What follows belongs to an exercise in optimizing a design on an open flow for small area; a production flow would make more cautious choices.
Where RTL was checked, it was by simulation tests only, not by an equivalence proof against the original.
Power is estimated from default activity; no workload was simulated. No driver is modelled on the clock port, so clocking that relies on it looks cheaper here than on a real chip.

== rev 12 ==
==> flow/design.v (excerpt) <==
module tasks2do (
   input             clk8,
   input             reset8,
   input             ce1,
   input      [3:0]  cmd_inst,
   input      [27:0] cmd_data,
   input             timeout_done,
   input             prog_busy,
   input             frame_busy,
   input             neo_busy,
   input             disp_sel_n,
   output reg        frame_start,
   output reg [25:0] frame_data,
   output reg        shared_done,
   output     [7:0]  neo_size,
   output     [1:0]  disp_addr,
   output            chng_disp
);
Size in the first run: ~550 flip-flops, about 79 I/O pins, about 0.026 mm2 of cells after synthesis.
==> flow/config.mk <==
export PLATFORM = sky130hd
export DESIGN_NAME = tasks2do
export DESIGN_NICKNAME = tasks2do
export VERILOG_FILES = /design/flow/design.v
export SDC_FILE = /design/flow/constraint.sdc
export NUM_CORES = 4
export LEC_CHECK = 0
export CAP_MARGIN = 20
export CORE_MARGIN = 2
export CORE_UTILIZATION = 60
export CTS_BUF_LIST = sky130_fd_sc_hd__clkbuf_16
export CTS_CLUSTER_DIAMETER = 80
export CTS_CLUSTER_SIZE = 25
export SLEW_MARGIN = 20
==> flow/constraint.sdc <==
create_clock -name core_clock -period 10.0 [get_ports {clk8}]
set_input_delay 2.0000 -clock core_clock [delete_from_list [all_inputs] [get_ports {clk8}]]
set_output_delay 2.0000 -clock core_clock [all_outputs]
set_load 0.01 [all_outputs]
run.sh (not shown) runs the stock make flow with config.mk's settings and CLKGATE_MAP_FILE= SYNTH_SCRIPT=/design/flow/synth_recipe.tcl, a recipe that flattens the netlist after the stock synthesis.
Every stage of the flow completed for rev 12, and the final layout passed the timing, DRC and antenna checks.
Inputs modified between rev 12 and rev 13:
- changing CTS_CLUSTER_DIAMETER from 80 to 60
- changing CTS_CLUSTER_SIZE from 25 to 18
==> comparison <==
Global router's overall resource usage across rev 13 and rev 12: no real change.
The shortest period the worst path allows reported for rev 13 is smaller than that of rev 12 by 40 ps.
Compared with rev 12, rev 13 ends up with a larger final cell area.
In the reports for rev 13 and rev 12, the smaller clock share of power belongs to rev 12.
Layout clock buffer count, rev 13 and rev 12, lower one = rev 12.
Function was not checked in any run of this note: the RTL went through the layout flow alone.

========
Setup of before:
tasks2do, a different RTL version from the one above (not shown whole).
Size in the first run: roughly 2400 cells after synthesis, ~79 I/O pins.
Design tasks2do, start of the top module:
module tasks2do (
   input             clk8,
   input             reset8,
   input             ce1,
   input      [3:0]  cmd_inst,
   input      [27:0] cmd_data,
   input             timeout_done,
   input             prog_busy,
   input             frame_busy,
   input             neo_busy,
   input             disp_sel_n,
   output reg        frame_start,
   output reg [25:0] frame_data,
   output reg        shared_done,
   output     [7:0]  neo_size,
   output     [1:0]  disp_addr,
   output            chng_disp
);
clock: 10.0 ns
lec_check: 0
cap_margin: 20
core_margin: 2
core_utilization: 40
slew_margin: 20
## Diff of input files: after against before
diff --git a/flow/config.mk b/flow/config.mk
--- a/flow/config.mk
+++ b/flow/config.mk
@@ -10 +10,3 @@
-export CORE_UTILIZATION = 40
+export CORE_UTILIZATION = 60
+export CTS_BUF_LIST = sky130_fd_sc_hd__clkbuf_4
+export CTS_CLUSTER_SIZE = 30
- The final reports for after and before show via count higher in the former.
- Diff before and after: leakage power lower in before
- Final-report max-slew violation count: before vs after — no meaningful difference
- after: share of cells above drive strength 1 is 5.1 points higher than what before reported.
- The final layout from before, which completed every stage, passed the timing, DRC and antenna checks at the end of the flow.
- after completed; timing, DRC and antenna clean
- Final RePlAce weighted congestion delta (after -> before): insignificant
- The hold slack reported for after is greater than that of before by 0.021 ns.

========
== run 1 ==
Another version of the RTL of tasks2do (not shown whole).
For scale: ~490 flip-flops, ~79 I/O pins, about 0.020 mm² of cells after synthesis.
==> flow/config.mk <==
export PLATFORM = sky130hd
export DESIGN_NAME = tasks2do
export DESIGN_NICKNAME = tasks2do
export VERILOG_FILES = /design/flow/design.v
export SDC_FILE = /design/flow/constraint.sdc
export NUM_CORES = 4
export LEC_CHECK = 0
export CAP_MARGIN = 10
export CORE_MARGIN = 2
export CORE_UTILIZATION = 60
export SLEW_MARGIN = 10
==> flow/constraint.sdc <==
create_clock -name core_clock -period 10.0 [get_ports {clk8}]
set_input_delay 2.0000 -clock core_clock [delete_from_list [all_inputs] [get_ports {clk8}]]
set_output_delay 2.0000 -clock core_clock [all_outputs]
set_load 0.01 [all_outputs]
standard.sh (not shown) runs the stock make flow with config.mk's settings and CLKGATE_MAP_FILE= SYNTH_SCRIPT=/design/flow/synth_recipe.tcl, a recipe that flattens the netlist after the stock synthesis.
==> flow/flow/run.sh <==
#!/bin/bash
# Layout: the standard flow (standard.sh) with these changes:
#  - synthesis maps the logic with the ABC script flow/area.abc (area-only
#    standard-cell mapping, repeated) instead of ORFS's speed script, and
#    leaves adders to that mapping instead of ORFS's half/full-adder cell
#    map (ADDER_MAP_FILE empty); the rest of the synthesis script is
#    unchanged, and it gives the same registers, by name and cell type;
#  - the port buffers are buf_1 cells;
#  - the clock tree uses clkbuf_16 cells on clusters of up to 32 flip-flops,
#    without dummy loads.
# The whole output goes to standard.log here; ORFS keeps each step's log
# under orfs/logs.
set -euo pipefail
here=$(pwd)
# the synthesis script: synth_recipe.tcl with ABC's script replaced
{
   head -n 1 synth_recipe.tcl
   echo "proc abc {args} { set i [lsearch \$args -script]; lset args [expr {\$i+1}] $here/flow/area.abc; yosys abc {*}\$args }"
   tail -n +2 synth_recipe.tcl
} > area_synth.tcl
sed "s|$here/synth_recipe.tcl|$here/area_synth.tcl|g" standard.sh > area_standard.sh
grep -q area_synth.tcl area_standard.sh
export ADDER_MAP_FILE=
export BUFFER_PORTS_ARGS="-buffer_cell sky130_fd_sc_hd__buf_1"
export CTS_ARGS="-sink_clustering_enable -repair_clock_nets -sink_clustering_size 32 -sink_clustering_max_diameter 100 -buf_list sky130_fd_sc_hd__clkbuf_16 -dont_use_dummy_load"
bash area_standard.sh > standard.log 2>&1
==> flow/flow/area.abc <==
strash
dch
amap -m -F 2 -A 8
strash
dch
amap -m -F 2 -A 8
strash
dch
amap -m -F 2 -A 8
strash
dch
amap -m -F 2 -A 8
strash
dch
amap -m -F 2 -A 8
topo
Run 1 finished all stages; the layout is clean.
[inputs] run 2 vs run 1
--- a/flow/flow/run.sh
+++ b/flow/flow/run.sh
@@ -8,3 +8,3 @@
 #  - the port buffers are buf_1 cells;
-#  - the clock tree uses clkbuf_16 cells on clusters of up to 32 flip-flops,
+#  - the clock tree uses clkbuf_16 cells on clusters of up to 28 flip-flops,
 #    without dummy loads.
@@ -24,3 +24,3 @@
 export BUFFER_PORTS_ARGS="-buffer_cell sky130_fd_sc_hd__buf_1"
-export CTS_ARGS="-sink_clustering_enable -repair_clock_nets -sink_clustering_size 32 -sink_clustering_max_diameter 100 -buf_list sky130_fd_sc_hd__clkbuf_16 -dont_use_dummy_load"
+export CTS_ARGS="-sink_clustering_enable -repair_clock_nets -sink_clustering_size 14 -sink_clustering_max_diameter 60 -buf_list sky130_fd_sc_hd__clkbuf_8 -dont_use_dummy_load"
 bash area_standard.sh > standard.log 2>&1
--- a/flow/config.mk
+++ b/flow/config.mk
@@ -7,5 +7,5 @@
 export LEC_CHECK = 0
-export CAP_MARGIN = 10
+export CAP_MARGIN = 20
 export CORE_MARGIN = 2
-export CORE_UTILIZATION = 60
-export SLEW_MARGIN = 10
+export CORE_UTILIZATION = 70
+export SLEW_MARGIN = 20
Notes after the runs:
Every run (run 1 and run 2) finished clean.
Area of the multi-input gates came out higher on run 2 than on run 1.
~same standby leakage power in run 1 and run 2
Run 2 — worst-case headroom to the max-slew limit 1.6 points lower, run 1 as reference
Run 2 ends up with a non-clock buffer count that is about 13% lower than in run 1.
Compared with run 1, run 2 shows share of final layout cell area taken by non-clock buffers lower by 0.46 points.
Of run 1 and run 2, the run reporting the higher final HPWL from detailed placement was run 2.
Design area across run 1 and run 2: no real change.
Run 2 vs run 1, power went up by 140 µW.
Top routing layer in use: met4 -> run 2, met5 -> run 1
Inputs modified between run 2 and run 3:
--- a/flow/flow/run.sh
+++ b/flow/flow/run.sh
@@ -8,3 +8,3 @@
 #  - the port buffers are buf_1 cells;
-#  - the clock tree uses clkbuf_16 cells on clusters of up to 28 flip-flops,
+#  - the clock tree uses clkbuf_16 cells on clusters of up to 32 flip-flops,
 #    without dummy loads.
@@ -24,3 +24,3 @@
 export BUFFER_PORTS_ARGS="-buffer_cell sky130_fd_sc_hd__buf_1"
-export CTS_ARGS="-sink_clustering_enable -repair_clock_nets -sink_clustering_size 14 -sink_clustering_max_diameter 60 -buf_list sky130_fd_sc_hd__clkbuf_8 -dont_use_dummy_load"
+export CTS_ARGS="-sink_clustering_enable -repair_clock_nets -sink_clustering_size 32 -sink_clustering_max_diameter 100 -buf_list sky130_fd_sc_hd__clkbuf_16 -dont_use_dummy_load"
 bash area_standard.sh > standard.log 2>&1
--- a/flow/config.mk
+++ b/flow/config.mk
@@ -7,5 +7,6 @@
 export LEC_CHECK = 0
-export CAP_MARGIN = 20
+export CAP_MARGIN = 10
 export CORE_MARGIN = 2
 export CORE_UTILIZATION = 70
-export SLEW_MARGIN = 20
+export GPL_TIMING_DRIVEN = 0
+export SLEW_MARGIN = 10
==> run summary <==
Taking run 2 as the reference, in run 3 final area now sits higher, maximum frequency now sits higher, post-route minimum period now sits lower, share of the clock period used by the worst path now sits lower, area enclosed by the die boundary now sits at about the same level. Taking run 3 as 1.0, run 2 lands at 1.07 on net switching component of the power.
[inputs] run 4 vs run 3
--- a/flow/config.mk
+++ b/flow/config.mk
@@ -9,4 +9,3 @@
 export CORE_MARGIN = 2
-export CORE_UTILIZATION = 70
-export GPL_TIMING_DRIVEN = 0
+export CORE_UTILIZATION = 78
 export SLEW_MARGIN = 10
Notes after the runs:
Run comparison: run 4 critical path start-end classification in -> reg; run 3 critical path start-end classification reg -> reg. Global-route usage delta for run 4 relative to run 3: 7.6 points higher. Reported for run 3 and run 4, number of clock-tree buffers in the layout turned out identical to the last digit. Compared with run 3, the detailed router inserted more vias in run 4. Run 4 ended with more final critical path time including I/O delays and setup than run 3. Taking run 3 as the reference, in run 4 period utilization now sits higher; number of optimization iterations in the first detailed-route pass now sits higher.

==> what the ideal ports hide <==
How much do the figures lean on ideal ports? The routed layouts below were timed once more, with nothing changed but the port constraints.
Step 1 sets driving cells, clkbuf_16 on the clock port and buf_2 on the other inputs (assumed; they add their load-dependent delay and slew).
Step 2 also shifts input and output timing later by t, the mid clock arrival at the registers, as if the neighbouring blocks saw the same clock.
Slacks: ideal ports / drivers / drivers and shift; pairs: ideal ports / drivers.
run | t (ns) | setup WS [ns] | worst hold slack (ns)
rev 12 | 0.627 | 6.237 / 6.237 / 5.699 | 0.422 / 0.422 / 0.422
rev 13 | 0.645 | 6.277 / 6.277 / 5.727 | 0.418 / 0.418 / 0.418
before | 0.689 | 5.592 / 5.629 / 4.940 | 0.401 / 0.401 / 0.401
after | 1.006 | 6.073 / 6.016 / 5.254 | 0.422 / 0.422 / 0.422
run 1 | 0.572 | 5.859 / 5.887 / 5.316 | 0.366 / 0.366 / 0.366
run 2 | 0.609 | 5.874 / 5.868 / 5.259 | 0.382 / 0.382 / 0.382
run 3 | 0.563 | 5.963 / 5.963 / 5.700 | 0.370 / 0.370 / 0.370
run 4 | 0.565 | 5.893 / 5.892 / 5.327 | 0.396 / 0.396 / 0.396
After both steps setup and hold are still met in every run listed. The setup slack of after, which loses most, moves by -0.057 ns with the drivers and by -0.819 ns with both steps.
